This design comes from an exercise in tuning for small area, a short achievable clock period and few clock cycles on the open sky130 flow, not from production work.
RTL that was checked went through simulation tests only; none was proved equivalent to the original.
Only the layout flow was run in runs 6 to 8; the RTL was not checked for function there.
Power is estimated from default activity; no workload was simulated.

`flow/config.mk`:
```
export PLATFORM = sky130hd
export DESIGN_NAME = axi_stream_insert_header
export DESIGN_NICKNAME = axi_stream_insert_header
export VERILOG_FILES = /design/flow/design.v
export SDC_FILE = /design/flow/constraint.sdc
export NUM_CORES = 4
export LEC_CHECK = 0
export CAP_MARGIN = 20
export CORE_MARGIN = 2
export CORE_UTILIZATION = 30
export SETUP_SLACK_MARGIN = 2.5
export SLEW_MARGIN = 20
export TNS_END_PERCENT = 0
```
`flow/constraint.sdc`:
```
create_clock -name core_clock -period 5.0 [get_ports {clk}]
set_input_delay 1.0000 -clock core_clock [delete_from_list [all_inputs] [get_ports {clk}]]
set_output_delay 1.0000 -clock core_clock [all_outputs]
set_load 0.01 [all_outputs]
```
`flow/design.v`:
```
module axi_stream_insert_header #(
	parameter DATA_WD 		= 32,
	parameter DATA_BYTE_WD 	= DATA_WD / 8,
	parameter BYTE_CNT_WD 	= $clog2(DATA_BYTE_WD)
) (
	input clk,
	input rst_n,
	input 							valid_in,
	input 	[DATA_WD-1 : 0] 		data_in,
	input 	[DATA_BYTE_WD-1 : 0] 	keep_in,
	input 							last_in,
	output 							ready_in,
	output 							valid_out,
	output reg	[DATA_WD-1 : 0] 	data_out,
	output reg	[DATA_BYTE_WD-1:0] 	keep_out,
	output reg						last_out,
	input 							ready_out,
	input 							valid_insert,
	input 	[DATA_WD-1 : 0] 		header_insert,
	input 	[DATA_BYTE_WD-1 : 0] 	keep_insert,
	input 	[BYTE_CNT_WD : 0] 		byte_insert_cnt,
	output 							ready_insert
);
	reg			e;			 
	reg			fl;			 
	reg			pend;		 
	reg	[3:0]	m;			 
	reg	[2:1]	fk;			 
	reg	[31:0]	rem;
	wire		strm	= ~e & ~fl & ~pend;
	wire		ovf		= m[1] & keep_in[0] | m[2] & keep_in[1] | m[3] & keep_in[2];
	wire		fit		= ~pend & ~ovf;
	assign valid_out	= pend | fl | ~e & valid_in;
	assign ready_in		= ready_out & strm;
	assign ready_insert	= e | ready_out & (fl | valid_in & last_in & fit);
	wire [63:0]	win		= {rem, data_in};
	wire [4:0]	sel		= {pend, m};
	integer j, k;
	always @(*) begin
		data_out = 32'd0;
		for (j = 0; j < 4; j = j + 1)
			for (k = 0; k < 5; k = k + 1)
				data_out[8*j +: 8] = data_out[8*j +: 8] | ({8{sel[k]}} & win[8*(j+k) +: 8]);
		keep_out[3] = 1'b1;
		keep_out[2] = fl ? fk[2] : ~(last_in & m[0] & ~keep_in[2]);
		keep_out[1] = fl ? fk[1] : ~(last_in & (m[0] & ~keep_in[1] | m[1] & ~keep_in[2]));
		keep_out[0] = ~fl & ~(last_in & (m[0] & ~keep_in[0] | m[1] & ~keep_in[1] | m[2] & ~keep_in[2]));
		last_out	= fl | last_in & fit;
	end
	wire		take_h	= valid_insert & ready_insert;
	wire		take_d	= valid_in & ready_in;
	wire		hs		= valid_out & ready_out;
	always @(posedge clk or negedge rst_n) begin
		if (!rst_n) begin
			e		<= 1'b1;
			fl		<= 1'b0;
			pend	<= 1'b0;
			m		<= 4'd0;
		end else if (take_h) begin
			e		<= 1'b0;
			fl		<= 1'b0;
			pend	<= keep_insert[3];
			m		<= {keep_insert[2] & ~keep_insert[3], keep_insert[1] & ~keep_insert[2],
						~keep_insert[1], 1'b0};
		end else if (hs) begin
			if (fl | strm & last_in & fit) begin
				e		<= 1'b1;
				fl		<= 1'b0;
			end else if (pend) begin
				pend	<= 1'b0;
				m		<= 4'b0001;
			end else if (last_in) begin
				fl		<= 1'b1;
			end
		end
	end
	always @(posedge clk) begin
		if (take_d)
			fk <= {m[2] & keep_in[0] | m[3] & keep_in[1], m[3] & keep_in[0]};
	end
	wire		en		= e | ready_out & (fl | pend | valid_in);
	wire		hsel	= e | fl | last_in & fit;
	always @(posedge clk) begin
		if (en) begin
			rem[23:0]	<= hsel ? header_insert[23:0] : data_in[23:0];
			rem[31:24]	<= header_insert[31:24];
		end
	end
endmodule
```
`flow/flow/run.sh`:
```
#!/bin/bash
# The standard layout (standard.sh), with three changes:
# - the port buffers are buf_1 cells (every input and output port still gets
#   its own buffer);
# - the clock tree has no dummy balancing loads;
# - after the standard synthesis, every cell is set to its smallest drive
#   strength (flow/downsize.tcl); repair during placement sizes up again.
# Each tool's output goes to a log file of its own in this folder.
set -euo pipefail
ARGS=("BUFFER_PORTS_ARGS=-buffer_cell sky130_fd_sc_hd__buf_1"
      "CTS_ARGS=-sink_clustering_enable -repair_clock_nets -dont_use_dummy_load")
bash standard.sh "${ARGS[@]}" synth > synth.log 2>&1
R=orfs/results/${FLOW_PLATFORM:-sky130hd}/axi_stream_insert_header/base
cp $R/1_synth.odb $R/1_synth_standard.odb
DS_IN=$R/1_synth_standard.odb DS_OUT=$R/1_synth.odb openroad -no_init -exit flow/downsize.tcl > downsize.log 2>&1
bash standard.sh "${ARGS[@]}" finish > layout.log 2>&1
```
`flow/flow/downsize.tcl`:
```
# Swap every cell of the synthesized netlist to the smallest drive strength
# of the same cell (same function and pins); placement and timing repair
# size them up again where needed. Registers keep their cell type.
read_db $::env(DS_IN)
set db [ord::get_db]
set best [dict create]
foreach lib [$db getLibs] {
  foreach m [$lib getMasters] {
    set n [$m getName]
    if {[regexp {^(sky130_fd_sc_hd__[a-z0-9]+)_(\d+)$} $n -> base sz]} {
      set a [expr {[$m getWidth] * [$m getHeight]}]
      if {![dict exists $best $base] || $a < [lindex [dict get $best $base] 1]} {
        dict set best $base [list $m $a]
      }
    }
  }
}
set n 0
foreach inst [[ord::get_db_block] getInsts] {
  set m [$inst getMaster]
  if {[regexp {^(sky130_fd_sc_hd__[a-z0-9]+)_(\d+)$} [$m getName] -> base sz]} {
    set b [lindex [dict get $best $base] 0]
    if {[$b getName] ne [$m getName]} {
      $inst swapMaster $b
      incr n
    }
  }
}
puts "downsized $n cells"
write_db $::env(DS_OUT)
```
`flow/standard.sh`:
```
#!/bin/bash
# synth_recipe.tcl (not shown) runs the flow's synth.tcl, then flattens the netlist and writes it again
# the make line also repeats each setting of config.mk as NAME=value (left out here)
make -C /OpenROAD-flow-scripts/flow DESIGN_CONFIG=/design/flow/config.mk WORK_HOME=/design/flow/orfs CLKGATE_MAP_FILE= SYNTH_SCRIPT=/design/flow/synth_recipe.tcl "${@:-finish}"
```
==> results of run 1 <==
worst reg2reg max path, delay by kind of cell, from the launching register on:
kind / cells / cell delay, ps
AO/OA/AOI/OAI: 1 / 340
flip-flops: 1 / 540
buffers and inverters: 2 / 680
multiplexers: 1 / 380
AND/OR/NAND/NOR: 1 / 90
state kept, by name, summed over array words and instances, names as in the netlist:
| register | cells |
|---|---|
| e | 1 |
| fk | 2 |
| fl | 1 |
| m | 4 |
| pend | 1 |
| rem | 32 |
repair_timing:
action / in CTS / in global routing
pin swaps: 2 / 3
resized for setup: 15 / 6
endpoints found under the setup margin: 63 / 39
gates cloned: 0 / 0
buffers inserted: 1 / 1
power breakdown:
group          internal [mW]  total (mW)  switching, mW  leakage (nW)
Sequential             0.472       0.554         0.0811         0.410
Clock                 0.0901       0.195          0.105        0.0359
Combinational          0.391       0.985          0.594         0.668
Total                  0.953        1.73          0.781          1.11
layout make-up:
class,instances,area [sq um]
Sequential cell,41,1200
Timing Repair Buffer,121,519
Multi-Input combinational cell,163,1260
Fill cell,880,4970
Clock buffer,5,68.8
Inverter,6,22.5
Tap cell,105,131
layer usage:
| layer | GRT usage, % | wire length (um) |
|---|---|---|
| met4 | 4.64 | 85 |
| met5 | 0 | 0 |
| met1 | 21.1 | 3280 |
| met3 | 3.92 | 744 |
| met2 | 26.0 | 3590 |
how the worst min path moves through the flow:
stage               cells past startpoint    to  start  slack [ps]
floorplan                               2     e      e         620
global placement                        2     e      e         690
detailed placement                      2     e      e         720
CTS                                     1  m[3]  rst_n         600
global route                            1  m[3]  rst_n         610
finish                                  1  m[3]  rst_n         600
==> results.txt, run 1 <==
R2R Path End=rem[11]; Total GRT Usage=16.0%; Routed Antenna Nets=0; Worst Reg-to-Reg Cells=5; # nets final=419; max incr delay on CP=340 ps; leading cell type in the layout, fill and taps excluded=buf_1; final worst slack=2230 ps; global-route wire length before repair=11,300 um; CTS Hold Buffers Added=0; Final Total Pwr=1.73 mW; Avg WL per Cell=17.5 um; initial core utilization=30.9%; WP depth=5; maximum vdd ir drop=0.000178 V; H-tree levels=2; CP Max Fanout=3; root buffer cell=clkbuf_8; Placeable Area=8180 sq um; Reg clk slew, reported paths=70 ps; Std-Cell Rows=33; # port buffers=114; MaxCap Viol Count=0; Slew headroom=36.0%; Syn Nets=315; CP arrival=1770 ps; fmax=0.361 GHz; fin. max-slew vios=0; CP startpoint=last_in; Critical Path RT=4000 ps; Top-Level Pins=121; unrepaired setup endpoints after global routing=yes; Final Hold Viols=0; Skew-Pair Late Insertion Delay=290 ps; vias=2,528; pwr dens=541 nW/um^2; leakage=1.11 nW; termination of the worst setup path=ready_insert; first-iteration detailed-routing DRC count=276; drc violations=0; Core Util, Final=39.2%; DR vias/cell=5.73; gr ovfl total=0; largest net degree at the start of global routing=37; die height=95.8 um; Cell Area, Synth=2530 sq um; setup tns final=0 ps; GPL Wtd Cong=0.760; Clock Skews=10.0 ps; DIE WIDTH=95.8 um; critical path class=in -> out; Clock Tree Buf Depth=2; routed wire length=7700 um; first drt pass iteration count=8; Placed Cells=434; vias in the first global route=2,286; Non-Filler Instances=441; most frequent cells in the layout=buf_1, nand2_1, edfxtp_1; synth-to-layout area growth=26.9%; Worst Setup End Kind=primary output; Final period util=55.5%; CP cell instances=buf_8 > nor2b_4 > a311oi_4 > nor2_1 > buf_2; Place WS=1990 ps; crit start category=input pin; worst slew pin tran=957 ps; Critical path buffers and inverters=2; clk sinks=41; die area=9170 sq um; r2r startpoint=pend; TritonCTS clock tree=done; Final HPWL DP=5180 um; status=timing/DRC/antenna clean; cells after synthesis=234; Finished Cell Area=3210 sq um; antenna violations before repair=0; CP top delay family=compound AO/OA/AOI/OAI gates; DP Area=3060 sq um; Worst path slowest cell=a311oi_4; FF-to-FF setup slack=2710 ps; hold slack=598 ps; min Tclk post-route=2770 ps; Hold WC Path Type=in -> async; Final setup viols=0; share of layout cells above drive strength 1=7.44%; synth warn=1; Post-Syn Area per Cell=10.8 sq um; cts bufs inserted=5; Ant. Diodes=0
Testbench counts, summed over its fixed seeds: cycles 1,652.
==> run 2, diff against run 1 <==
==> flow/design.v (replaced) <==
module axi_stream_insert_header #(
	parameter DATA_WD 		= 32,
	parameter DATA_BYTE_WD 	= DATA_WD / 8,
	parameter BYTE_CNT_WD 	= $clog2(DATA_BYTE_WD)
) (
	input clk,
	input rst_n,
	input 							valid_in,
	input 	[DATA_WD-1 : 0] 		data_in,
	input 	[DATA_BYTE_WD-1 : 0] 	keep_in,
	input 							last_in,
	output 							ready_in,
	output 							valid_out,
	output 	[DATA_WD-1 : 0] 		data_out,
	output 	[DATA_BYTE_WD-1:0] 		keep_out,
	output 							last_out,
	input 							ready_out,
	input 							valid_insert,
	input 	[DATA_WD-1 : 0] 		header_insert,
	input 	[DATA_BYTE_WD-1 : 0] 	keep_insert,
	input 	[BYTE_CNT_WD : 0] 		byte_insert_cnt,
	output 							ready_insert
);
	reg			e;			 
	reg			fl;			 
	reg			pend;		 
	reg	[3:0]	m;			 
	reg	[2:1]	fk;			 
	reg	[31:0]	rem;
	wire		ne		= ~e;
	wire		nfl		= ~fl;
	wire		strm	= ~e & ~fl & ~pend;
	wire		owed	= pend | fl;
	wire [2:0]	nq		= ~(m[2:0] & {nfl, nfl, 1'b1});	 
	wire		np1		= fl & ~fk[1];
	wire		np2		= fl & ~fk[2];
	wire [2:0]	nv;
	ahi_a21oi u_nv0 (.a1(m[1]), .a2(keep_in[0]), .b1(pend), .y(nv[0]));
	ahi_nand2 u_nv1 (.a(m[2]), .b(keep_in[1]), .y(nv[1]));
	ahi_nand2 u_nv2 (.a(m[3]), .b(keep_in[2]), .y(nv[2]));
	wire		ri_x, ri_y, ri_b;
	ahi_nand4 u_ri_x (.a(nv[0]), .b(nv[1]), .c(nv[2]), .d(valid_in), .y(ri_x));
	ahi_nand2 u_ri_y (.a(ready_out), .b(last_in), .y(ri_y));
	ahi_nand2 u_ri_b (.a(ready_out), .b(fl), .y(ri_b));
	ahi_o211ai u_ri (.a1(ri_x), .a2(ri_y), .b1(ne), .c1(ri_b), .y(ready_insert));
	wire		lz;
	ahi_nand4 u_lz (.a(nv[0]), .b(nv[1]), .c(nv[2]), .d(last_in), .y(lz));
	ahi_nand2 u_last (.a(nfl), .b(lz), .y(last_out));
	ahi_and2 u_rin (.a(ready_out), .b(strm), .y(ready_in));
	ahi_a21o u_vout (.a1(valid_in), .a2(ne), .b1(owed), .y(valid_out));
	assign keep_out[3] = 1'b1;
	wire [2:0]	kt;
	ahi_nor2 u_kt2 (.a(nq[0]), .b(keep_in[2]), .y(kt[2]));
	ahi_o22ai u_kt1 (.a1(nq[0]), .a2(keep_in[1]), .b1(nq[1]), .b2(keep_in[2]), .y(kt[1]));
	ahi_o222ai u_kt0 (.a1(nq[0]), .a2(keep_in[0]), .b1(nq[1]), .b2(keep_in[1]), .c1(nq[2]), .c2(keep_in[2]), .y(kt[0]));
	ahi_a21oi u_k2 (.a1(last_in), .a2(kt[2]), .b1(np2), .y(keep_out[2]));
	ahi_a21oi u_k1 (.a1(last_in), .a2(kt[1]), .b1(np1), .y(keep_out[1]));
	ahi_a21oi u_k0 (.a1(last_in), .a2(kt[0]), .b1(fl), .y(keep_out[0]));
	wire [63:0]	win		= {rem, data_in};
	wire [4:0]	sel		= {pend, m};
	genvar gj;
	generate
		for (gj = 0; gj < 32; gj = gj + 1) begin : g_out
			wire t01, t23, t4;
			ahi_a22oi u_t01 (.a1(sel[0]), .a2(win[gj]), .b1(sel[1]), .b2(win[gj + 8]), .y(t01));
			ahi_a22oi u_t23 (.a1(sel[2]), .a2(win[gj + 16]), .b1(sel[3]), .b2(win[gj + 24]), .y(t23));
			ahi_nand2 u_t4 (.a(sel[4]), .b(win[gj + 32]), .y(t4));
			ahi_nand3 u_o (.a(t01), .b(t23), .c(t4), .y(data_out[gj]));
		end
	endgenerate
	wire		take_h	= valid_insert & ready_insert;
	wire		take_d	= valid_in & ready_in;
	wire		hs		= valid_out & ready_out;
	always @(posedge clk or negedge rst_n) begin
		if (!rst_n) begin
			e		<= 1'b1;
			fl		<= 1'b0;
			pend	<= 1'b0;
			m		<= 4'd0;
		end else if (take_h) begin
			e		<= 1'b0;
			fl		<= 1'b0;
			pend	<= keep_insert[3];
			m		<= {keep_insert[2] & ~keep_insert[3], keep_insert[1] & ~keep_insert[2],
						~keep_insert[1], 1'b0};
		end else if (hs) begin
			if (fl | strm & ~lz) begin
				e		<= 1'b1;
				fl		<= 1'b0;
			end else if (pend) begin
				pend	<= 1'b0;
				m		<= 4'b0001;
			end else if (last_in) begin
				fl		<= 1'b1;
			end
		end
	end
	always @(posedge clk) begin
		if (take_d)
			fk <= {m[2] & keep_in[0] | m[3] & keep_in[1], m[3] & keep_in[0]};
	end
	wire		en		= e | ready_out & (fl | pend | valid_in);
	wire		hsel	= e | fl | ~lz;
	always @(posedge clk) begin
		if (en) begin
			rem[23:0]	<= hsel ? header_insert[23:0] : data_in[23:0];
			rem[31:24]	<= header_insert[31:24];
		end
	end
endmodule
module ahi_nand2 (input a, input b, output y);
	assign y = ~(a & b);
endmodule
module ahi_nand3 (input a, input b, input c, output y);
	assign y = ~(a & b & c);
endmodule
module ahi_nand4 (input a, input b, input c, input d, output y);
	assign y = ~(a & b & c & d);
endmodule
module ahi_nor2 (input a, input b, output y);
	assign y = ~(a | b);
endmodule
module ahi_and2 (input a, input b, output y);
	assign y = a & b;
endmodule
module ahi_a21o (input a1, input a2, input b1, output y);
	assign y = a1 & a2 | b1;
endmodule
module ahi_a21oi (input a1, input a2, input b1, output y);
	assign y = ~(a1 & a2 | b1);
endmodule
module ahi_a22oi (input a1, input a2, input b1, input b2, output y);
	assign y = ~(a1 & a2 | b1 & b2);
endmodule
module ahi_o211ai (input a1, input a2, input b1, input c1, output y);
	assign y = ~((a1 | a2) & b1 & c1);
endmodule
module ahi_o22ai (input a1, input a2, input b1, input b2, output y);
	assign y = ~((a1 | a2) & (b1 | b2));
endmodule
module ahi_o222ai (input a1, input a2, input b1, input b2, input c1, input c2, output y);
	assign y = ~((a1 | a2) & (b1 | b2) & (c1 | c2));
endmodule
--- a/flow/config.mk
+++ b/flow/config.mk
@@ -11,3 +11,5 @@
 export SETUP_SLACK_MARGIN = 2.5
 export SLEW_MARGIN = 20
-export TNS_END_PERCENT = 0
+export SYNTH_HIERARCHICAL = 1
+export SYNTH_MINIMUM_KEEP_SIZE = 0
+export TNS_END_PERCENT = 100
==> results.txt, run 2 <==
status=timing/DRC/antenna clean (unchanged); Final period util=53.9% (was 55.5%); Sequential Power Share=27.8% (was 31.9%); Clock Tree Buf Depth=2 (unchanged); CTS Hold Buffers Added=0 (unchanged); DR vias/cell=5.47 (was 5.73); DP Area=3130 sq um (was 3060 sq um); most frequent cells in the layout=a22oi_2, nand2_1, buf_1 (was buf_1, nand2_1, edfxtp_1); Worst Setup End Kind=primary output (unchanged); min Tclk post-route=2690 ps (was 2770 ps); fmax=0.371 GHz (was 0.361 GHz); CP Max Fanout=2 (was 3); Avg WL per Cell=18.1 um (was 17.5 um); vias=2,710 (was 2,528); clk sinks=41 (unchanged); Clock power frac=7.9% (was 11.3%); GPL Wtd Cong=0.791 (was 0.760); synth-to-layout area growth=59.6% (was 26.9%); root buffer cell=clkbuf_8 (unchanged); leakage=1.54 nW (was 1.11 nW); critical path class=in -> out (unchanged); cells after synthesis=254 (was 234); Final Hold Viols=0 (unchanged); Final Total Pwr=2.52 mW (was 1.73 mW); Biggest register=rem (unchanged); gr ovfl total=0 (unchanged); drc violations=0 (unchanged); crit start category=input pin (unchanged); initial core utilization=30.9% (about the same); Post-Syn Area per Cell=10.0 sq um (was 10.8 sq um); Placeable Area=8220 sq um (was 8180 sq um); CP arrival=1690 ps (was 1770 ps); setup tns final=0 ps (unchanged); MaxCap Viol Count=0 (unchanged); Finished Cell Area=4060 sq um (was 3210 sq um); Final HPWL DP=5490 um (was 5180 um); Std-Cell Rows=33 (unchanged); Cell Area, Synth=2540 sq um (was 2530 sq um); # nets final=473 (was 419); die area=9220 sq um (was 9170 sq um); largest net degree at the start of global routing=37 (unchanged); first-iteration detailed-routing DRC count=210 (was 276); leading cell type in the layout, fill and taps excluded=a22oi_2 (was buf_1); die height=96.0 um (was 95.8 um); Ant. Diodes=0 (unchanged); fin. max-slew vios=0 (unchanged); share of layout cells above drive strength 1=40.8% (was 7.44%); pwr dens=623 nW/um^2 (was 541 nW/um^2); Reg clk slew, reported paths=70 ps (about the same); Core Util, Final=49.4% (was 39.2%); sw frac=43.8% (was 45.0%); Critical Path RT=4000 ps (about the same); routed wire length=8960 um (was 7700 um); cts bufs inserted=5 (unchanged); Slew headroom=61.1% (was 36.0%); Final setup viols=0 (unchanged); DIE WIDTH=96.0 um (was 95.8 um); Top-Level Pins=121 (unchanged); max reg flops=32 (unchanged); H-tree levels=2 (unchanged); Placed Cells=473 (was 434); Non-Filler Instances=495 (was 441); # port buffers=114 (unchanged); Hold WC Path Type=in -> async (unchanged); TritonCTS clock tree=done (unchanged); unrepaired setup endpoints after global routing=yes (unchanged); Skew-Pair Late Insertion Delay=290 ps (about the same); Internal=1.42 mW (was 0.953 mW); top flop regs=rem: 32 flops, m: 4 flops, fk: 2 flops (unchanged); antenna violations before repair=0 (unchanged); Clock Skews=11.2 ps (was 10.0 ps); first drt pass iteration count=4 (was 8); Routed Antenna Nets=0 (unchanged); global-route wire length before repair=12,800 um (was 11,300 um); vias in the first global route=2,607 (was 2,286); switching power=1.11 mW (was 0.781 mW); Syn Nets=335 (was 315); maximum vdd ir drop=0.000363 V (was 0.000178 V); Total GRT Usage=18.4% (was 16.0%); Comb pwr share=64.3% (was 56.8%); worst slew pin tran=582 ps (was 957 ps); synth warn=7 (was 1)
-- run 2: path summary, 6_finish.rpt --
kind                            slack, ps       start  depth (start not counted)      endpoint
worst max-delay path                 2310  keep_in[0]                          5  ready_insert
worst min-delay path                  600       rst_n                          1          m[3]
worst max register to register       2870        m[1]                          7       rem[22]
worst min register to register        640           e                          2             e
max in group asynchronous            4100       rst_n                          1          m[1]
min in group core_clock               640           e                          2             e
-- run 2: worst max-delay path, stage by stage --
cell and delay, ps:
buf_8 100, a21oi_4 110, nand4_1 90, o211ai_1 230
buf_2 170
-- run 2: cell type report --
cell class              instances  area [sq um]
clock buffers                   5          68.8
multi-input cells             202          1570
well taps                     105           131
inverters                       6          22.5
repair buffers                136          1050
fillers                       769          4160
flip-flops and latches         41          1210
-- run 2: what timing repair did --
item | CTS | global route
setup buffers | 11 | 5
gates cloned | 1 | 0
endpoints found under the setup margin | 83 | 39
endpoints found under the hold margin | 0 | 0
gates resized for setup | 160 | 64
pin swaps | 51 | 53
-- run 2: power by group through the flow --
stage	sequential (mW)	clock [mW]	combinational (mW)
after floorplan	0.746	0	0.711
after CTS	0.729	0.207	1.45
after detailed placement	0.778	0	1.12
after global placement	0.767	0	1.10
final	0.701	0.199	1.62
after global routing	0.719	0.218	1.77
-- run 2: per-layer routing --
layer	global-route usage [%]	wire length, um
met5	0	0
met4	4.52	48
met3	3.29	564
met2	32.6	4710
met1	22.9	3640
-- run 2: per-stage QoR --
| step | worst slack [ps] | hold WS (ps) |
|---|---|---|
| after floorplan | 2510 | 530 |
| after global placement | 2210 | 593 |
| after detailed placement | 2210 | 615 |
| after CTS | 2290 | 604 |
| after global routing | 2250 | 619 |
| final | 2310 | 601 |
Testbench counts of run 2, summed over its fixed seeds: cycles 1,652.
==> run 3, diff against run 2 <==
--- a/flow/config.mk
+++ b/flow/config.mk
@@ -13,3 +13,3 @@
 export SYNTH_HIERARCHICAL = 1
 export SYNTH_MINIMUM_KEEP_SIZE = 0
-export TNS_END_PERCENT = 100
+export TNS_END_PERCENT = 0
==> results.txt, run 3 <==
Top-Level Pins=121 (unchanged); Non-Filler Instances=479 (was 495); Critical Path RT=4000 ps (about the same); first-iteration detailed-routing DRC count=156 (was 210); leading cell type in the layout, fill and taps excluded=buf_1 (was a22oi_2); fin. max-slew vios=0 (unchanged); Post-Syn Area per Cell=10.0 sq um (unchanged); crit start category=input pin (unchanged); gr ovfl total=0 (unchanged); Placed Cells=472 (was 473); Core Util, Final=39.5% (was 49.4%); GPL Wtd Cong=0.809 (was 0.791); pwr dens=645 nW/um^2 (was 623 nW/um^2); die area=9220 sq um (unchanged); fmax=0.368 GHz (was 0.371 GHz); Total GRT Usage=16.8% (was 18.4%); CTS Hold Buffers Added=0 (unchanged); most frequent cells in the layout=buf_1, a22oi_1, nand2_1 (was a22oi_2, nand2_1, buf_1); synth-to-layout area growth=27.7% (was 59.6%); Std-Cell Rows=33 (unchanged); Final Total Pwr=2.09 mW (was 2.52 mW); Biggest register=rem (unchanged); max incr delay on CP=170 ps (was 230 ps); min Tclk post-route=2710 ps (was 2690 ps); initial core utilization=30.9% (unchanged); Final period util=54.3% (was 53.9%); cts bufs inserted=5 (unchanged); Clock Skews=21.0 ps (was 11.2 ps); Clock Tree Buf Depth=2 (unchanged); first drt pass iteration count=5 (was 4); maximum vdd ir drop=0.000475 V (was 0.000363 V); M2 GR Usage=28.9% (was 32.6%); Cell Area, Synth=2540 sq um (unchanged); Final setup viols=0 (unchanged); antenna violations before repair=0 (unchanged); cells after synthesis=254 (unchanged); critical path class=in -> out (unchanged); top flop regs=rem: 32 flops, m: 4 flops, fk: 2 flops (unchanged); CP Max Fanout=4 (was 2); setup tns final=0 ps (unchanged); status=timing/DRC/antenna clean (unchanged); met3 Use GR=3.05% (was 3.29%); leakage=1.12 nW (was 1.54 nW); # port buffers=114 (unchanged); met1 Use GR=21.7% (was 22.9%); Routed Antenna Nets=0 (unchanged); drc violations=0 (unchanged); max reg flops=32 (unchanged); share of layout cells above drive strength 1=5.35% (was 40.8%); Hold WC Path Type=in -> async (unchanged); vias=2,650 (was 2,710); Skew-Pair Late Insertion Delay=290 ps (about the same); R2R Path End=rem[17] (was rem[22]); CP cell instances=buf_1 > o22a_1 > o21ai_0 > a21oi_1 > buf_1 (was buf_8 > a21oi_4 > nand4_1 > o211ai_1 > buf_2); largest net degree at the start of global routing=37 (unchanged); most used cell along the critical path=buf_1; Placeable Area=8220 sq um (unchanged); Worst Setup End Kind=primary output (unchanged); DR vias/cell=5.53 (was 5.47); unrepaired setup endpoints after global routing=yes (unchanged); clk sinks=41 (unchanged); Ant. Diodes=0 (unchanged); r2r startpoint=m[3] (was m[1]); MaxCap Viol Count=0 (unchanged); CP startpoint=keep_in[1] (was keep_in[0]); root buffer cell=clkbuf_8 (unchanged); Worst path slowest cell=buf_1 (was o211ai_1); vias in the first global route=2,528 (was 2,607); # nets final=457 (was 473); FF-to-FF setup slack=2820 ps (was 2870 ps); synth warn=7 (unchanged); H-tree levels=2 (unchanged); die height=96.0 um (unchanged); routed wire length=7780 um (was 8960 um); Reg clk slew, reported paths=90 ps (was 70 ps); DIE WIDTH=96.0 um (unchanged); Syn Nets=335 (unchanged); Final HPWL DP=5330 um (was 5490 um); GRT busiest layer=met2 (unchanged); Final Hold Viols=0 (unchanged); CP arrival=1710 ps (was 1690 ps); Avg WL per Cell=16.2 um (was 18.1 um); TritonCTS clock tree=done (unchanged); global-route wire length before repair=12,000 um (was 12,800 um); Worst Reg-to-Reg Cells=5 (was 7)
run 3: metal layers:
| layer | up-vias | wire [um] |
|---|---|---|
| met3 | 4 | 586 |
| met2 | 120 | 3920 |
| met5 | - | 0 |
| li1 | 1249 | - |
| met1 | 1277 | 3220 |
| met4 | 0 | 56 |
run 3: timing repair:
item	CTS	global route
pin swaps	3	3
gates resized for setup	11	3
buffers inserted	1	1
setup endpoints to repair	39	39
gates cloned	0	0
run 3: cell type report:
| type | count | area [sq um] |
|---|---|---|
| fillers | 848 | 4970 |
| inverters | 6 | 22.5 |
| multi-input cells | 202 | 1310 |
| clock buffers | 5 | 68.8 |
| repair buffers | 120 | 498 |
| well taps | 105 | 131 |
| flip-flops and latches | 41 | 1210 |
run 3: through the flow:
stage	hold WS (ps)	instance area (sq um)	setup WS (ps)
global placement	588	3110	2200
detailed placement	586	3120	2200
global route	605	3250	2230
finish	597	3250	2290
floorplan	530	2540	2430
CTS	596	3230	2270
run 3: how the worst max path moves through the flow:
stage,to,depth (start not counted)
after floorplan,rem[10],6
after global placement,keep_out[0],5
after detailed placement,ready_insert,5
after CTS,ready_insert,5
after global routing,ready_insert,5
final,keep_out[0],5
run 3: report_power, final:
part | switching, mW | total, mW | internal [mW]
sequential | 0.215 | 0.787 | 0.572
combinational | 0.660 | 1.12 | 0.456
clock | 0.101 | 0.191 | 0.0900
total | 0.977 | 2.09 | 1.12
run 3: worst max-delay path, delay by kind of cell:
kind	cells	cell delay (ps)
AOI/OAI and AO/OA	3	380
buffers and inverters	2	330
==> run 4, diff against run 3 <==
--- a/flow/design.v
+++ b/flow/design.v
@@ -102,9 +102,18 @@
 	wire		en		= e | ready_out & (fl | pend | valid_in);
 	wire		hsel	= e | fl | ~lz;
+	wire		ld_h	= en & hsel;
+	wire		ld_d	= en & ~hsel;
+	wire		hold	= ~en;
+	wire [23:0]	rn;
+	generate
+		for (gj = 0; gj < 24; gj = gj + 1) begin : g_rem
+			ahi_a222oi u_rn (.a1(ld_h), .a2(header_insert[gj]), .b1(ld_d), .b2(data_in[gj]),
+							 .c1(hold), .c2(rem[gj]), .y(rn[gj]));
+		end
+	endgenerate
 	always @(posedge clk) begin
-		if (en) begin
-			rem[23:0]	<= hsel ? header_insert[23:0] : data_in[23:0];
+		rem[23:0]	<= ~rn;
+		if (en)
 			rem[31:24]	<= header_insert[31:24];
-		end
 	end
 endmodule
@@ -142,2 +151,5 @@
 	assign y = ~((a1 | a2) & (b1 | b2) & (c1 | c2));
 endmodule
+module ahi_a222oi (input a1, input a2, input b1, input b2, input c1, input c2, output y);
+	assign y = ~(a1 & a2 | b1 & b2 | c1 & c2);
+endmodule
--- a/flow/config.mk
+++ b/flow/config.mk
@@ -8,5 +8,5 @@
 export CAP_MARGIN = 20
 export CORE_MARGIN = 2
-export CORE_UTILIZATION = 30
+export CORE_UTILIZATION = 50
 export SETUP_SLACK_MARGIN = 2.5
 export SLEW_MARGIN = 20
==> results.txt, run 4 <==
status=timing/DRC/antenna clean (unchanged); Routed Antenna Nets=0 (unchanged); FF-to-FF setup slack=2590 ps (was 2820 ps); CTS Hold Buffers Added=0 (unchanged); crit start category=input pin (unchanged); CP arrival=1760 ps (was 1710 ps); synth-to-layout area growth=28.5% (was 27.7%); Hold WC Path Type=reg -> reg (was in -> async); min Tclk post-route=2760 ps (was 2710 ps); TritonCTS clock tree=done (unchanged); r2r startpoint=m[1] (was m[3]); Placed Cells=452 (was 472); die area=5340 sq um (was 9220 sq um); cells after synthesis=280 (was 254); top flop regs=rem: 32 flops, m: 4 flops, fk: 2 flops (unchanged); Comb pwr share=57.5% (was 53.3%); drc violations=0 (unchanged); Clock power frac=9.0% (was 9.1%); Final Total Pwr=2.10 mW (was 2.09 mW); maximum vdd ir drop=0.000536 V (was 0.000475 V); CP cell instances=buf_8 > a21oi_4 > nand4_1 > o211ai_1 > buf_2 (was buf_1 > o22a_1 > o21ai_0 > a21oi_1 > buf_1); max reg flops=32 (unchanged); Std-Cell Rows=25 (was 33); die height=73.0 um (was 96.0 um); Clock Tree Buf Depth=2 (unchanged); initial core utilization=51.1% (was 30.9%); Critical Path RT=4000 ps (about the same); most frequent cells in the layout=buf_1, a22oi_1, nand2_1 (unchanged); switching power=1.02 mW (was 0.977 mW); Ant. Diodes=0 (unchanged); first-iteration detailed-routing DRC count=303 (was 156); hold slack=512 ps (was 597 ps); MaxCap Viol Count=0 (unchanged); # port buffers=114 (unchanged); share of layout cells above drive strength 1=6.40% (was 5.35%); Worst Setup End Kind=primary output (unchanged); Place WS=2130 ps (was 2200 ps); pwr dens=687 nW/um^2 (was 645 nW/um^2); GPL Wtd Cong=0.842 (was 0.809); Top-Level Pins=121 (unchanged); Total GRT Usage=27.0% (was 16.8%); sw frac=48.6% (was 46.6%); H-tree levels=2 (unchanged); R2R Path End=rem[13] (was rem[17]); vias=2,910 (was 2,650); Clock Skews=20.7 ps (was 21.0 ps); first drt pass iteration count=6 (was 5); Worst Reg-to-Reg Cells=7 (was 5); Reg clk slew, reported paths=80 ps (was 90 ps); cts bufs inserted=5 (unchanged); routed wire length=7390 um (was 7780 um); Critical path buffers and inverters=2 (unchanged); unrepaired setup endpoints after global routing=yes (unchanged); gr ovfl total=0 (unchanged); max incr delay on CP=250 ps (was 170 ps); Non-Filler Instances=460 (was 479); Cell Area, Synth=2380 sq um (was 2540 sq um); Skew-Pair Late Insertion Delay=290 ps (about the same); Internal=1.08 mW (was 1.12 mW); CP Max Fanout=2 (was 4); CP top delay family=compound AO/OA/AOI/OAI gates (unchanged); Placeable Area=4660 sq um (was 8220 sq um); hold depth=2; antenna violations before repair=0 (unchanged); Worst path slowest cell=o211ai_1 (was buf_1); worst slew pin tran=892 ps; Sequential Power Share=33.5% (was 37.6%); Final setup viols=0 (unchanged); CP startpoint=keep_in[0] (was keep_in[1]); # nets final=489 (was 457); hold_sp=rem[17]; Biggest register=rem (unchanged); Final Hold Viols=0 (unchanged); final worst slack=2240 ps (was 2290 ps); global-route wire length before repair=11,200 um (was 12,000 um); vias in the first global route=2,414 (was 2,528); fin. max-slew vios=0 (unchanged); Final period util=55.1% (was 54.3%); Post-Syn Area per Cell=8.51 sq um (was 10.0 sq um); root buffer cell=clkbuf_8 (unchanged); Slew headroom=40.5%; leading cell type in the layout, fill and taps excluded=buf_1 (unchanged); largest net degree at the start of global routing=35 (was 37); DIE WIDTH=73.0 um (was 96.0 um); fmax=0.363 GHz (was 0.368 GHz); leakage=1.24 nW (was 1.12 nW); synth warn=7 (unchanged); Final HPWL DP=4920 um (was 5330 um); DR vias/cell=6.33 (was 5.53); Worst Hold End=rem[17]; Syn Nets=361 (was 335); clk sinks=41 (unchanged); Avg WL per Cell=16.1 um (was 16.2 um); critical path class=in -> out (unchanged); setup tns final=0 ps (unchanged)
## run 4: changes by cell type in the layout (fill, tap and decap cells not counted), sizes merged, moves of 4 or more
cell	previous run	this run
a222oi	0	24
dfxtp	0	24
edfxtp	34	10
inv	6	30
mux2	24	0
clkbuf	6	10
## run 4: final cells by class
cell class,instances,area [sq um]
Multi-Input combinational cell,207,1330
Fill cell,455,1600
Sequential cell,41,963
Timing Repair Buffer,123,518
Clock buffer,5,68.8
Inverter,30,113
Tap cell,54,67.6
## run 4: power groups by stage
stage	Combinational, mW	Sequential (mW)	Clock (mW)
after floorplan	0.741	0.703	0
after global placement	1.17	0.696	0
after detailed placement	1.18	0.700	0
after CTS	1.18	0.694	0.198
after global routing	1.34	0.730	0.209
final	1.21	0.705	0.190
## run 4: metal layers
layer  vias up  track usage (%)  share of wire [%]
met3         8             6.22                 10
met2       161             45.6                 49
met5         -                0                  0
li1       1373                -                  -
met4         0             6.17               0.68
met1      1368             35.1                 40
## run 4: stage by stage
step / util [%] / cell area [sq um]
after CTS: 64.9 / 3030
final: 65.7 / 3060
after global routing: 65.7 / 3060
after floorplan: - / 2400
after detailed placement: 62.9 / 2930
after global placement: 62.9 / 2930
## run 4: tightest hold or removal path, stage by stage, from the launching register on
cell      delay [ps]
dfxtp_1          350
a222oi_1          90
inv_1             50
## run 4: worst max path at each step
stage / to / depth (start not counted) / slack [ps]
after floorplan: ready_insert / 3 / 2450
after global placement: ready_insert / 5 / 2150
after detailed placement: rem[15] / 7 / 2130
after CTS: ready_insert / 5 / 2200
after global routing: ready_insert / 5 / 2210
final: ready_insert / 5 / 2240
## run 4: repair_timing
item	4_1_cts	5_1_grt
setup endpoints to repair	63	63
gates resized for setup	7	10
pin swaps	3	4
setup buffers	1	2
Testbench counts of run 4, summed over its fixed seeds: cycles 1,652.
==> run 5, diff against run 4 <==
--- a/flow/config.mk
+++ b/flow/config.mk
@@ -8,5 +8,5 @@
 export CAP_MARGIN = 20
 export CORE_MARGIN = 2
-export CORE_UTILIZATION = 50
+export CORE_UTILIZATION = 30
 export SETUP_SLACK_MARGIN = 2.5
 export SLEW_MARGIN = 20
==> results.txt, run 5 <==
# nets final=490 (was 489); clk sinks=41 (unchanged); CP top delay family=compound AO/OA/AOI/OAI gates (unchanged); Comb pwr share=56.8% (was 57.5%); Top-Level Pins=121 (unchanged); crit start category=input pin (unchanged); share of layout cells above drive strength 1=7.13% (was 6.40%); routed wire length=8360 um (was 7390 um); synth-to-layout area growth=31.5% (was 28.5%); Hold WC Path Type=reg -> reg (unchanged); status=timing/DRC/antenna clean (unchanged); fmax=0.367 GHz (was 0.363 GHz); DIE WIDTH=93.1 um (was 73.0 um); drc violations=0 (unchanged); Sequential Power Share=34.0% (was 33.5%); largest net degree at the start of global routing=37 (was 35); Cell Area, Synth=2380 sq um (unchanged); sw frac=49.2% (was 48.6%); cells after synthesis=280 (unchanged); cts bufs inserted=5 (unchanged); Ant. Diodes=0 (unchanged); max reg flops=32 (unchanged); Worst path slowest cell=o211ai_1 (unchanged); Final Hold Viols=0 (unchanged); antenna violations before repair=0 (unchanged); leakage=1.23 nW (was 1.24 nW); Clock Skews=11.5 ps (was 20.7 ps); TritonCTS clock tree=done (unchanged); CTS Hold Buffers Added=0 (unchanged); unrepaired setup endpoints after global routing=yes (unchanged); Final HPWL DP=5700 um (was 4920 um); first-iteration detailed-routing DRC count=249 (was 303); die height=93.1 um (was 73.0 um); CP arrival=1730 ps (was 1760 ps); min Tclk post-route=2730 ps (was 2760 ps); Biggest register=rem (unchanged); # port buffers=114 (unchanged); first drt pass iteration count=6 (unchanged); worst slew pin tran=970 ps (was 892 ps); MaxCap Viol Count=0 (unchanged); top flop regs=rem: 32 flops, m: 4 flops, fk: 2 flops (unchanged); gr ovfl total=0 (unchanged); maximum vdd ir drop=0.000325 V (was 0.000536 V); Reg clk slew, reported paths=70 ps (was 80 ps); most frequent cells in the layout=buf_1, a22oi_1, nand2_1 (unchanged); Clock Tree Buf Depth=2 (unchanged); max incr delay on CP=230 ps (was 250 ps); critical path class=in -> out (unchanged); Critical path buffers and inverters=2 (unchanged); setup tns final=0 ps (unchanged); GPL Wtd Cong=0.816 (was 0.842); fin. max-slew vios=0 (unchanged); die area=8670 sq um (was 5340 sq um); Post-Syn Area per Cell=8.51 sq um (unchanged); Total GRT Usage=19.0% (was 27.0%); DR vias/cell=5.69 (was 6.33); Final setup viols=0 (unchanged); Clock power frac=9.2% (was 9.0%); Critical Path RT=4000 ps (about the same); Slew headroom=35.3% (was 40.5%); global-route wire length before repair=13,100 um (was 11,200 um); CP cell instances=buf_8 > a21oi_4 > nand4_1 > o211ai_1 > buf_2 (unchanged); leading cell type in the layout, fill and taps excluded=buf_1 (unchanged); Final period util=54.5% (was 55.1%); vias in the first global route=2,746 (was 2,414); Skew-Pair Late Insertion Delay=290 ps (about the same); Final Total Pwr=2.14 mW (was 2.10 mW); vias=2,895 (was 2,910); Worst Setup End Kind=primary output (unchanged); initial core utilization=30.8% (was 51.1%); Syn Nets=361 (unchanged); Internal=1.09 mW (was 1.08 mW); pwr dens=683 nW/um^2 (was 687 nW/um^2); synth warn=7 (unchanged); Routed Antenna Nets=0 (unchanged); Avg WL per Cell=16.4 um (was 16.1 um); CP Max Fanout=2 (unchanged); root buffer cell=clkbuf_8 (unchanged); Std-Cell Rows=32 (was 25); Placeable Area=7730 sq um (was 4660 sq um); H-tree levels=2 (unchanged); switching power=1.05 mW (was 1.02 mW)
run 5: per-layer routing:
| metal | up-vias | GRT usage [%] | routed length [um] | part of all wire, % |
|---|---|---|---|---|
| met4 | 0 | 6.50 | 58 | 0.69 |
| met2 | 135 | 31.2 | 4000 | 48 |
| met1 | 1381 | 25.3 | 3680 | 44 |
| li1 | 1373 | - | - | - |
| met3 | 6 | 3.22 | 611 | 7.3 |
| met5 | - | 0 | 0 | 0 |
run 5: metrics by stage:
stage               std cells  utilization [%]  area, sq um  setup slack [ps]  hold WS (ps)
floorplan                 280                -         2400              2450           471
global placement          499             38.6         2980              2120           491
detailed placement        499             38.6         2990              2120           498
CTS                       506             40.0         3090              2160           515
global route              509             40.6         3130              2190           541
finish                    509             40.6         3130              2270           511
run 5: area by class of cell:
type                    count  area [sq um]
repair buffers            124           524
inverters                  30           113
flip-flops and latches     41           966
multi-input cells         207          1340
well taps                 102           128
fillers                   814          4590
clock buffers               5          68.8
run 5: repair_timing:
| action | 4_1_cts | 5_1_grt |
|---|---|---|
| endpoints found under the setup margin | 63 | 63 |
| setup buffers | 2 | 3 |
| pin swaps | 3 | 4 |
| gates resized for setup | 8 | 9 |
run 5: worst paths after layout:
path	from	cells after the start	end	slack, ps
setup / recovery	keep_in[0]	5	ready_insert	2270
hold / removal	rem[17]	2	rem[17]	510
setup reg to reg	m[3]	6	rem[22]	2540
hold reg to reg	rem[17]	2	rem[17]	510
max in group asynchronous	rst_n	1	m[0]	4050
min in group asynchronous	rst_n	1	m[0]	620
run 5: power groups by stage:
stage	sequential (mW)	combinational, mW	clock (mW)
finish	0.728	1.22	0.197
global route	0.758	1.35	0.219
CTS	0.718	1.19	0.205
detailed placement	0.738	1.17	0
global placement	0.733	1.15	0
floorplan	0.703	0.741	0
run 5: worst register-to-register path: stages, from the launching register on:
cell	delay [ps]
dfrtp_2	820
nand2_2	130
nand4_1	180
o21ai_0	110
a21o_1	540
a222oi_1	500
inv_1	80
==> run 6, diff against run 5 <==
--- a/flow/design.v
+++ b/flow/design.v
@@ -69,7 +69,9 @@
 		end
 	endgenerate
-	wire		take_h	= valid_insert & ready_insert;
-	wire		take_d	= valid_in & ready_in;
-	wire		hs		= valid_out & ready_out;
+	wire		fit_i	= ~pend & ~(m[1] & keep_in[0] | m[2] & keep_in[1] | m[3] & keep_in[2]);
+	wire		lf		= last_in & fit_i;
+	wire		take_h	= valid_insert & (e | ready_out & (fl | valid_in & lf));
+	wire		take_d	= valid_in & ready_out & strm;
+	wire		hs		= ready_out & (owed | ~e & valid_in);
 	always @(posedge clk or negedge rst_n) begin
 		if (!rst_n) begin
@@ -85,5 +87,5 @@
 						~keep_insert[1], 1'b0};
 		end else if (hs) begin
-			if (fl | strm & ~lz) begin
+			if (fl | strm & lf) begin
 				e		<= 1'b1;
 				fl		<= 1'b0;
@@ -101,5 +103,5 @@
 	end
 	wire		en		= e | ready_out & (fl | pend | valid_in);
-	wire		hsel	= e | fl | ~lz;
+	wire		hsel	= e | fl | lf;
 	wire		ld_h	= en & hsel;
 	wire		ld_d	= en & ~hsel;
==> results.txt, run 6 <==
Top-Level Pins=121 (unchanged); status=timing/DRC/antenna clean (unchanged); maximum vdd ir drop=0.000217 V (was 0.000325 V); Critical path buffers and inverters=2 (unchanged); Critical Path RT=4000 ps (about the same); gr ovfl total=0 (unchanged); global-route wire length before repair=13,600 um (was 13,100 um); Worst Setup End Kind=primary output (unchanged); Multi-input gate area=1450 sq um (was 1340 sq um); first drt pass iteration count=5 (was 6); Final period util=52.8% (was 54.5%); Clock Skews=14.0 ps (was 11.5 ps); Fillers=875 (was 814); synth-to-layout area growth=32.7% (was 31.5%); Ant. Diodes=0 (unchanged); Syn Nets=368 (was 361); drc violations=0 (unchanged); most frequent cells in the layout=buf_1, a22oi_1, nand2_1 (unchanged); met3 Use GR=3.91% (was 3.22%); TritonCTS clock tree=done (unchanged); leading cell type in the layout, fill and taps excluded=buf_1 (unchanged); clk sinks=41 (unchanged); Placeable Area=8090 sq um (was 7730 sq um); antenna violations before repair=0 (unchanged); Avg WL per Cell=18.0 um (was 16.4 um); CTS Hold Buffers Added=0 (unchanged); Slew headroom=43.7% (was 35.3%); Post-Syn Area per Cell=8.57 sq um (was 8.51 sq um); CP startpoint=data_in[17] (was keep_in[0]); r2r startpoint=e (was m[3]); max incr delay on CP=200 ps (was 230 ps); GRT busiest layer=met2 (unchanged); DR vias/cell=5.89 (was 5.69); CP Max Fanout=4 (was 2); Cell Area, Synth=2460 sq um (was 2380 sq um); Final setup viols=0 (unchanged); share of layout cells above drive strength 1=8.92% (was 7.13%); cts bufs inserted=5 (unchanged); Clock Tree Buf Depth=2 (unchanged); worst slew pin tran=835 ps (was 970 ps); vias=3,063 (was 2,895); Skew-Pair Late Insertion Delay=290 ps (about the same); MaxCap Viol Count=0 (unchanged); routed wire length=9340 um (was 8360 um); hold slack=513 ps (was 511 ps); met1 Use GR=25.1% (was 25.3%); CP cell instances=clkbuf_2 > a22oi_1 > nand3_1 > buf_1 (was buf_8 > a21oi_4 > nand4_1 > o211ai_1 > buf_2); leakage=1.28 nW (was 1.23 nW); Final HPWL DP=5790 um (was 5700 um); die area=8940 sq um (was 8670 sq um); critical path class=in -> out (unchanged); largest net degree at the start of global routing=38 (was 37); Biggest register=rem (unchanged); vias in the first global route=2,680 (was 2,746); # nets final=498 (was 490); CP top delay family=buffers and inverters (was compound AO/OA/AOI/OAI gates); Worst path slowest cell=a22oi_1 (was o211ai_1); Std-Cell Rows=33 (was 32); crit start category=input pin (unchanged); Hold WC Path Type=reg -> reg (unchanged); initial core utilization=30.4% (was 30.8%); GPL Wtd Cong=0.774 (was 0.816); top flop regs=rem: 32 flops, m: 4 flops, fk: 2 flops (unchanged); cells after synthesis=287 (was 280); hold_sp=rem[22] (was rem[17]); Total GRT Usage=19.7% (was 19.0%); fin. max-slew vios=0 (unchanged); register area=960 sq um (was 966 sq um); fmax=0.379 GHz (was 0.367 GHz); H-tree levels=2 (unchanged); setup tns final=0 ps (unchanged); Final Hold Viols=0 (unchanged); Routed Antenna Nets=0 (unchanged); DIE WIDTH=94.6 um (was 93.1 um); root buffer cell=clkbuf_8 (unchanged); pwr dens=677 nW/um^2 (was 683 nW/um^2); CP arrival=1640 ps (was 1730 ps); M2 GR Usage=33.4% (was 31.2%); max reg flops=32 (unchanged); Reg clk slew, reported paths=60 ps (was 70 ps); die height=94.6 um (was 93.1 um); synth warn=7 (unchanged); min Tclk post-route=2640 ps (was 2730 ps); # port buffers=114 (unchanged); first-iteration detailed-routing DRC count=323 (was 249); unrepaired setup endpoints after global routing=yes (unchanged)
==> run 6: worst reg2reg max path: stages (launching register included) <==
cell and delay, ps:
dfstp_1 810, inv_1 150, o311a_1 310, and3_4 380
a222oi_1 290, inv_1 80
==> run 6: cell type report <==
class / count / area share, %
Sequential cell: 41 / 29.4
Timing Repair Buffer: 124 / 16.6
Inverter: 28 / 3.34
Clock buffer: 5 / 2.11
Tap cell: 105 / 4.03
Multi-Input combinational cell: 217 / 44.5
==> run 6: path summary, 6_finish.rpt <==
path	to	slack, ps	cells past startpoint
max in group asynchronous	m[0]	4090	1
setup reg to reg	rem[14]	2870	5
min in group asynchronous	pend	600	1
hold / removal	rem[22]	510	2
hold reg to reg	rem[22]	510	2
setup / recovery	data_out[17]	2360	4
==> run 6: metal layers <==
metal,up-vias,part of all wire [%]
li1,1425,-
met1,1468,42
met2,160,48
met3,10,8.6
met4,0,1.1
met5,-,0
==> run 6: stage by stage <==
| stage | setup WS, ps | util (%) | std cells | area, sq um | total power [mW] |
|---|---|---|---|---|---|
| after floorplan | 2490 | - | 287 | 2480 | 1.45 |
| after global placement | 1810 | 37.8 | 507 | 3060 | 1.88 |
| after detailed placement | 1800 | 38.0 | 508 | 3070 | 1.92 |
| after CTS | 2340 | 39.7 | 519 | 3210 | 2.16 |
| after global routing | 2330 | 40.3 | 520 | 3260 | 2.39 |
| final | 2360 | 40.3 | 520 | 3260 | 2.21 |
==> run 6: report_power, final <==
| part | internal (mW) | switching (mW) | leakage, nW |
|---|---|---|---|
| logic | 0.520 | 0.843 | 0.862 |
| registers | 0.493 | 0.157 | 0.380 |
| clock network | 0.0901 | 0.106 | 0.0359 |
| total | 1.10 | 1.11 | 1.28 |
==> run 6: repair_timing <==
item                                    in CTS  in global routing
pin swaps                                    4                  3
resized for setup                           11                 16
cloned                                       1                  1
buffers inserted                             5                  0
endpoints found under the hold margin        0                  0
endpoints found under the setup margin      70                 63
==> run 7, diff against run 6 <==
--- a/flow/design.v
+++ b/flow/design.v
@@ -61,5 +61,5 @@
 	genvar gj;
 	generate
-		for (gj = 0; gj < 32; gj = gj + 1) begin : g_out
+		for (gj = 0; gj < 16; gj = gj + 1) begin : g_lo
 			wire t01, t23, t4;
 			ahi_a22oi u_t01 (.a1(sel[0]), .a2(win[gj]), .b1(sel[1]), .b2(win[gj + 8]), .y(t01));
@@ -68,10 +68,22 @@
 			ahi_nand3 u_o (.a(t01), .b(t23), .c(t4), .y(data_out[gj]));
 		end
+		for (gj = 16; gj < 24; gj = gj + 1) begin : g_l2
+			wire td, tr;
+			ahi_a22oi u_td (.a1(sel[0]), .a2(win[gj]), .b1(sel[1]), .b2(win[gj + 8]), .y(td));
+			ahi_a222oi u_tr (.a1(sel[2]), .a2(win[gj + 16]), .b1(sel[3]), .b2(win[gj + 24]),
+							 .c1(sel[4]), .c2(win[gj + 32]), .y(tr));
+			ahi_nand2 u_o (.a(td), .b(tr), .y(data_out[gj]));
+		end
+		for (gj = 24; gj < 32; gj = gj + 1) begin : g_l3
+			wire td, tr;
+			ahi_a22oi u_td (.a1(sel[0]), .a2(win[gj]), .b1(sel[4]), .b2(win[gj + 32]), .y(td));
+			ahi_a222oi u_tr (.a1(sel[1]), .a2(win[gj + 8]), .b1(sel[2]), .b2(win[gj + 16]),
+							 .c1(sel[3]), .c2(win[gj + 24]), .y(tr));
+			ahi_nand2 u_o (.a(td), .b(tr), .y(data_out[gj]));
+		end
 	endgenerate
-	wire		fit_i	= ~pend & ~(m[1] & keep_in[0] | m[2] & keep_in[1] | m[3] & keep_in[2]);
-	wire		lf		= last_in & fit_i;
-	wire		take_h	= valid_insert & (e | ready_out & (fl | valid_in & lf));
-	wire		take_d	= valid_in & ready_out & strm;
-	wire		hs		= ready_out & (owed | ~e & valid_in);
+	wire		take_h	= valid_insert & ready_insert;
+	wire		take_d	= valid_in & ready_in;
+	wire		hs		= valid_out & ready_out;
 	always @(posedge clk or negedge rst_n) begin
 		if (!rst_n) begin
@@ -87,5 +99,5 @@
 						~keep_insert[1], 1'b0};
 		end else if (hs) begin
-			if (fl | strm & lf) begin
+			if (fl | strm & ~lz) begin
 				e		<= 1'b1;
 				fl		<= 1'b0;
@@ -103,5 +115,6 @@
 	end
 	wire		en		= e | ready_out & (fl | pend | valid_in);
-	wire		hsel	= e | fl | lf;
+	wire		hsel	= e | fl | ~lz;
+	genvar gr;
 	wire		ld_h	= en & hsel;
 	wire		ld_d	= en & ~hsel;
@@ -109,7 +122,7 @@
 	wire [23:0]	rn;
 	generate
-		for (gj = 0; gj < 24; gj = gj + 1) begin : g_rem
-			ahi_a222oi u_rn (.a1(ld_h), .a2(header_insert[gj]), .b1(ld_d), .b2(data_in[gj]),
-							 .c1(hold), .c2(rem[gj]), .y(rn[gj]));
+		for (gr = 0; gr < 24; gr = gr + 1) begin : g_rem
+			ahi_a222oi u_rn (.a1(ld_h), .a2(header_insert[gr]), .b1(ld_d), .b2(data_in[gr]),
+							 .c1(hold), .c2(rem[gr]), .y(rn[gr]));
 		end
 	endgenerate
==> results.txt, run 7 <==
min Tclk post-route=2780 ps (was 2640 ps); Fillers=805 (was 875); leading cell type in the layout, fill and taps excluded=buf_1 (unchanged); cts bufs inserted=5 (unchanged); Worst path slowest cell=o211ai_1 (was a22oi_1); unrepaired setup endpoints after global routing=yes (unchanged); Clock Tree Buf Depth=2 (unchanged); die height=92.4 um (was 94.6 um); fin. max-slew vios=0 (unchanged); r2r startpoint=pend (was e); worst slew pin tran=969 ps (was 835 ps); largest net degree at the start of global routing=37 (was 38); Placed Cells=484 (was 508); critical path class=in -> out (unchanged); Post-Syn Area per Cell=8.88 sq um (was 8.57 sq um); R2R Path End=rem[18] (was rem[14]); Final period util=55.6% (was 52.8%); GPL Wtd Cong=0.820 (was 0.774); TritonCTS clock tree=done (unchanged); Clock Skews=6.83 ps (was 14.0 ps); Non-Filler Instances=497 (was 520); Avg WL per Cell=16.9 um (was 18.0 um); setup tns final=0 ps (unchanged); Worst Reg-to-Reg Cells=8 (was 5); Top-Level Pins=121 (unchanged); Final Hold Viols=0 (unchanged); synth warn=7 (unchanged); Reg clk slew, reported paths=80 ps (was 60 ps); Worst Setup End Kind=primary output (unchanged); DIE WIDTH=92.4 um (was 94.6 um); top flop regs=rem: 32 flops, m: 4 flops, fk: 2 flops (unchanged); fmax=0.360 GHz (was 0.379 GHz); hold_sp=rem[20] (was rem[22]); gr ovfl total=0 (unchanged); hold slack=521 ps (was 513 ps); Worst Hold End=rem[20] (was rem[22]); pwr dens=697 nW/um^2 (was 677 nW/um^2); FF-to-FF setup slack=2390 ps (was 2870 ps); Skew-Pair Late Insertion Delay=290 ps (about the same); root buffer cell=clkbuf_8 (unchanged); crit start category=input pin (unchanged); routed wire length=8380 um (was 9340 um); initial core utilization=30.6% (was 30.4%); Std-Cell Rows=32 (was 33); DR vias/cell=5.81 (was 5.89); hold depth=2 (unchanged); Cell Area, Synth=2340 sq um (was 2460 sq um); Routed Antenna Nets=0 (unchanged); Placeable Area=7650 sq um (was 8090 sq um); die area=8530 sq um (was 8940 sq um); Ant. Diodes=0 (unchanged); Biggest register=rem (unchanged); antenna violations before repair=0 (unchanged); register area=968 sq um (was 960 sq um); Final setup viols=0 (unchanged); share of layout cells above drive strength 1=7.59% (was 8.92%); Syn Nets=345 (was 368); status=timing/DRC/antenna clean (unchanged); first drt pass iteration count=6 (was 5); CTS Hold Buffers Added=0 (unchanged); CP cell instances=buf_8 > a21oi_4 > nand4_1 > o211ai_1 > buf_2 (was clkbuf_2 > a22oi_1 > nand3_1 > buf_1); CP Max Fanout=2 (was 4); Critical Path RT=4000 ps (about the same); Slew headroom=35.4% (was 43.7%); H-tree levels=2 (unchanged); cells after synthesis=264 (was 287); max reg flops=32 (unchanged); MaxCap Viol Count=0 (unchanged); Core Util, Final=40.8% (was 40.3%); leakage=1.25 nW (was 1.28 nW); Multi-input gate area=1290 sq um (was 1450 sq um); max incr delay on CP=270 ps (was 200 ps); Final HPWL DP=5670 um (was 5790 um); global-route wire length before repair=12,800 um (was 13,600 um); first-iteration detailed-routing DRC count=347 (was 323); maximum vdd ir drop=0.000394 V (was 0.000217 V); clk sinks=41 (unchanged); synth-to-layout area growth=33.2% (was 32.7%); vias in the first global route=2,599 (was 2,680); vias=2,886 (was 3,063); # port buffers=114 (unchanged); CP arrival=1780 ps (was 1640 ps); most frequent cells in the layout=buf_1, a22oi_1, nand2_1 (unchanged); Total GRT Usage=18.8% (was 19.7%); # nets final=478 (was 498); Hold WC Path Type=reg -> reg (unchanged); drc violations=0 (unchanged)
run 7: changes by cell type in the layout (fill, tap and decap cells not counted), sizes merged, moves of 3 or more:
cell / delta
nand2: +3
and3: -4
inv: +3
a222oi: +16
a22oi: -16
nand3: -17
buf: +9
clkbuf: -5
run 7: critical path, delay by kind of cell:
| family | cells | cell delay (ps) |
|---|---|---|
| AOI/OAI and AO/OA | 2 | 390 |
| buffers and inverters | 2 | 290 |
| and+or+nand+nor | 1 | 100 |
run 7: how the worst max path moves through the flow:
stage / to / startpoint
global route: last_out / keep_in[0]
finish: ready_insert / keep_in[0]
floorplan: ready_insert / keep_in[0]
CTS: ready_insert / keep_in[0]
detailed placement: rem[18] / keep_in[0]
global placement: ready_insert / keep_in[0]
run 7: power by group:
part | switching [mW] | internal [mW] | total [mW]
sequential | 0.197 | 0.505 | 0.702
combinational | 0.754 | 0.520 | 1.27
clock | 0.109 | 0.0901 | 0.200
total | 1.06 | 1.12 | 2.18
run 7: repair_timing:
action	CTS	global route
endpoints found under the setup margin	63	63
gates cloned	0	0
gates resized for setup	9	8
buffers inserted	3	5
hold endpoints to repair	0	0
pin swaps	3	3
run 7: area by class of cell:
class | count | share of cell area [%]
inverters | 30 | 3.61
well taps | 102 | 4.09
clock buffers | 5 | 2.20
multi-input cells | 191 | 41.4
repair buffers | 128 | 17.7
flip-flops and latches | 41 | 31.0
run 7: stage by stage:
step / power, mW / worst slack [ps] / cell area [sq um]
CTS: 2.13 / 2160 / 3060
detailed placement: 1.91 / 2080 / 2950
global route: 2.36 / 2170 / 3120
finish: 2.18 / 2220 / 3120
global placement: 1.89 / 2120 / 2950
floorplan: 1.45 / 2450 / 2360
run 7: per-layer routing:
metal  GRT usage [%]  vias up  wire, um
li1                -     1349         -
met1            25.5     1371      3690
met2            30.8      158      3880
met3            3.42        8       739
met4            4.73        0        76
met5               0        -         0
==> run 8, diff against run 7 <==
--- a/flow/design.v
+++ b/flow/design.v
@@ -26,5 +26,4 @@
 	reg			pend;		 
 	reg	[3:0]	m;			 
-	reg	[2:1]	fk;			 
 	reg	[31:0]	rem;
 	wire		ne		= ~e;
@@ -33,4 +32,5 @@
 	wire		owed	= pend | fl;
 	wire [2:0]	nq		= ~(m[2:0] & {nfl, nfl, 1'b1});	 
+	wire [2:1]	fk		= rem[25:24];	 
 	wire		np1		= fl & ~fk[1];
 	wire		np2		= fl & ~fk[2];
@@ -110,8 +110,4 @@
 		end
 	end
-	always @(posedge clk) begin
-		if (take_d)
-			fk <= {m[2] & keep_in[0] | m[3] & keep_in[1], m[3] & keep_in[0]};
-	end
 	wire		en		= e | ready_out & (fl | pend | valid_in);
 	wire		hsel	= e | fl | ~lz;
@@ -127,8 +123,11 @@
 		end
 	endgenerate
+	wire [2:1]	fk_new	= {m[2] & keep_in[0] | m[3] & keep_in[1], m[3] & keep_in[0]};
 	always @(posedge clk) begin
 		rem[23:0]	<= ~rn;
-		if (en)
-			rem[31:24]	<= header_insert[31:24];
+		if (en) begin
+			rem[31:26]	<= header_insert[31:26];
+			rem[25:24]	<= hsel ? header_insert[25:24] : fk_new;
+		end
 	end
 endmodule
==> results.txt, run 8 <==
Final Total Pwr=2.14 mW (was 2.18 mW); critical path class=in -> out (unchanged); worst slew pin tran=797 ps (was 969 ps); Clock power frac=8.9% (was 9.2%); unrepaired setup endpoints after global routing=yes (unchanged); drc violations=0 (unchanged); Final setup viols=0 (unchanged); min Tclk post-route=2740 ps (was 2780 ps); Ant. Diodes=0 (unchanged); fmax=0.365 GHz (was 0.360 GHz); switching power=1.06 mW (about the same); Fillers=780 (was 805); TritonCTS clock tree=done (unchanged); top flop regs=rem: 32 flops, m: 4 flops (was rem: 32 flops, m: 4 flops, fk: 2 flops); cells after synthesis=264 (unchanged); DR vias/cell=5.86 (was 5.81); share of layout cells above drive strength 1=8.18% (was 7.59%); gr ovfl total=0 (unchanged); Reg clk slew, reported paths=80 ps (about the same); leakage=1.24 nW (was 1.25 nW); fin. max-slew vios=0 (unchanged); Routed Antenna Nets=0 (unchanged); synth warn=7 (unchanged); Biggest register=rem (unchanged); vias=2,871 (was 2,886); GPL Wtd Cong=0.827 (was 0.820); Multi-input gate area=1310 sq um (was 1290 sq um); leading cell type in the layout, fill and taps excluded=buf_1 (unchanged); # nets final=474 (was 478); pwr dens=701 nW/um^2 (was 697 nW/um^2); max reg flops=32 (unchanged); most frequent cells in the layout=buf_1, a22oi_1, nand2_1 (unchanged); clk sinks=39 (was 41); Final period util=54.8% (was 55.6%); Std-Cell Rows=31 (was 32); Sequential Power Share=30.7% (was 32.3%); largest net degree at the start of global routing=35 (was 37); Slew headroom=46.8% (was 35.4%); setup tns final=0 ps (unchanged); hold slack=521 ps (about the same); first drt pass iteration count=5 (was 6); Hold WC Path Type=reg -> reg (unchanged); Syn Nets=345 (unchanged); routed wire length=8500 um (was 8380 um); Placeable Area=7330 sq um (was 7650 sq um); crit start category=input pin (unchanged); maximum vdd ir drop=0.000316 V (was 0.000394 V); Core Util, Final=41.7% (was 40.8%); vias in the first global route=2,489 (was 2,599); status=timing/DRC/antenna clean (unchanged); Worst Setup End Kind=primary output (unchanged); Clock Skews=10.7 ps (was 6.83 ps); die area=8330 sq um (was 8530 sq um); DIE WIDTH=91.3 um (was 92.4 um); Final Hold Viols=0 (unchanged); H-tree levels=2 (unchanged); Critical Path RT=4000 ps (about the same); root buffer cell=clkbuf_8 (unchanged); Post-Syn Area per Cell=8.65 sq um (was 8.88 sq um); Final HPWL DP=5520 um (was 5670 um); antenna violations before repair=0 (unchanged); Clock Tree Buf Depth=2 (unchanged); Comb pwr share=60.4% (was 58.6%); global-route wire length before repair=12,700 um (was 12,800 um); initial core utilization=31.2% (was 30.6%); synth-to-layout area growth=34.0% (was 33.2%); Internal=1.09 mW (was 1.12 mW); sw frac=49.3% (was 48.7%); first-iteration detailed-routing DRC count=350 (was 347); Avg WL per Cell=17.4 um (was 16.9 um); CTS Hold Buffers Added=0 (unchanged); die height=91.3 um (was 92.4 um); MaxCap Viol Count=0 (unchanged); register area=902 sq um (was 968 sq um); cts bufs inserted=5 (unchanged); CP Max Fanout=2 (unchanged); Top-Level Pins=121 (unchanged); CP arrival=1740 ps (was 1780 ps); Total GRT Usage=18.7% (was 18.8%); # port buffers=114 (unchanged); Cell Area, Synth=2280 sq um (was 2340 sq um); Skew-Pair Late Insertion Delay=280 ps (was 290 ps)
-- run 8: what timing repair did --
action	4_1_cts	5_1_grt
gates resized for setup	11	9
setup buffers	3	0
pin swaps	4	4
hold endpoints to repair	0	0
cloned	0	1
setup endpoints to repair	61	63
-- run 8: power groups by stage --
| stage | registers, mW | logic (mW) | clock network [mW] |
|---|---|---|---|
| 6_report | 0.659 | 1.29 | 0.191 |
| 3_3_place_gp | 0.662 | 1.22 | 0 |
| 4_1_cts | 0.647 | 1.28 | 0.198 |
| 2_1_floorplan | 0.675 | 0.757 | 0 |
| 3_5_place_dp | 0.661 | 1.24 | 0 |
| 5_1_grt | 0.680 | 1.43 | 0.208 |
-- run 8: final cells by class --
cell class | instances | share of cell area, %
Clock buffer | 5 | 2.25
Multi-Input combinational cell | 191 | 42.9
Sequential cell | 39 | 29.5
Tap cell | 99 | 4.05
Timing Repair Buffer | 124 | 17.4
Inverter | 32 | 3.92
-- run 8: worst paths after layout --
kind | slack (ps) | from | cells after the start | to
worst max register to register | 2460 | m[3] | 9 | rem[21]
worst min-delay path | 520 | rem[17] | 2 | rem[17]
max in group asynchronous | 4090 | rst_n | 1 | e
worst min register to register | 520 | rem[17] | 2 | rem[17]
worst max-delay path | 2260 | keep_in[0] | 5 | ready_insert
min in group asynchronous | 600 | rst_n | 1 | m[2]
-- run 8: per-layer routing --
layer	GRT usage (%)	up-vias	part of all wire, %
met3	2.99	5	9.3
met1	26.0	1361	45
met2	31.1	161	45
met4	3.16	0	0.42
met5	0	-	0
li1	-	1344	-
-- run 8: worst max-delay path, cell delays in order --
cell	delay [ps]
buf_8	100
a21oi_4	120
nand4_1	130
o211ai_1	220
buf_2	170
-- run 8: stage by stage --
stage | instances | worst slack (ps) | area (sq um)
after floorplan | 264 | 2480 | 2300
after global placement | 480 | 1810 | 2890
after detailed placement | 481 | 1900 | 2900
after CTS | 489 | 2250 | 3030
after global routing | 490 | 2260 | 3060
final | 490 | 2260 | 3060

static timing again, ports no longer ideal:
The flow's constraints put no driver on any port. The routed layouts listed below were extracted and timed again, unchanged, in two steps. Step 1 (the two cells are an assumption about what drives the block):
set clk [get_ports {clk}]
set_driving_cell -lib_cell sky130_fd_sc_hd__clkbuf_16 $clk
set_driving_cell -lib_cell sky130_fd_sc_hd__buf_2 [delete_from_list [all_inputs] $clk]
Step 2, shift: input delay + t, output delay - t, t = (earliest + latest rising clock arrival at the registers) / 2. This alone moves slack from input paths to output paths. Three values: ideal ports, drivers, drivers and shift; two values: the first two.
run | t (ns) | setup WS [ns] | hold WS [ns]
run 1 | 0.314 | 2.226 / 2.186 / 2.186 | 0.598 / 0.596 / 0.724
run 2 | 0.312 | 2.307 / 2.268 / 2.268 | 0.601 / 0.598 / 0.640
run 3 | 0.309 | 2.286 / 2.265 / 2.265 | 0.597 / 0.590 / 0.612
run 4 | 0.308 | 2.244 / 2.196 / 2.196 | 0.512 / 0.512 / 0.512
run 5 | 0.311 | 2.274 / 2.237 / 2.153 | 0.511 / 0.511 / 0.511
run 6 | 0.311 | 2.362 / 2.332 / 2.129 | 0.513 / 0.513 / 0.513
run 7 | 0.319 | 2.219 / 2.171 / 2.000 | 0.521 / 0.521 / 0.521
run 8 | 0.307 | 2.260 / 2.214 / 2.104 | 0.521 / 0.521 / 0.521
After both steps every run listed still meets setup and hold. For run 6, which loses most, drivers alone change the setup slack by -0.030 ns; drivers and shift together by -0.233 ns.
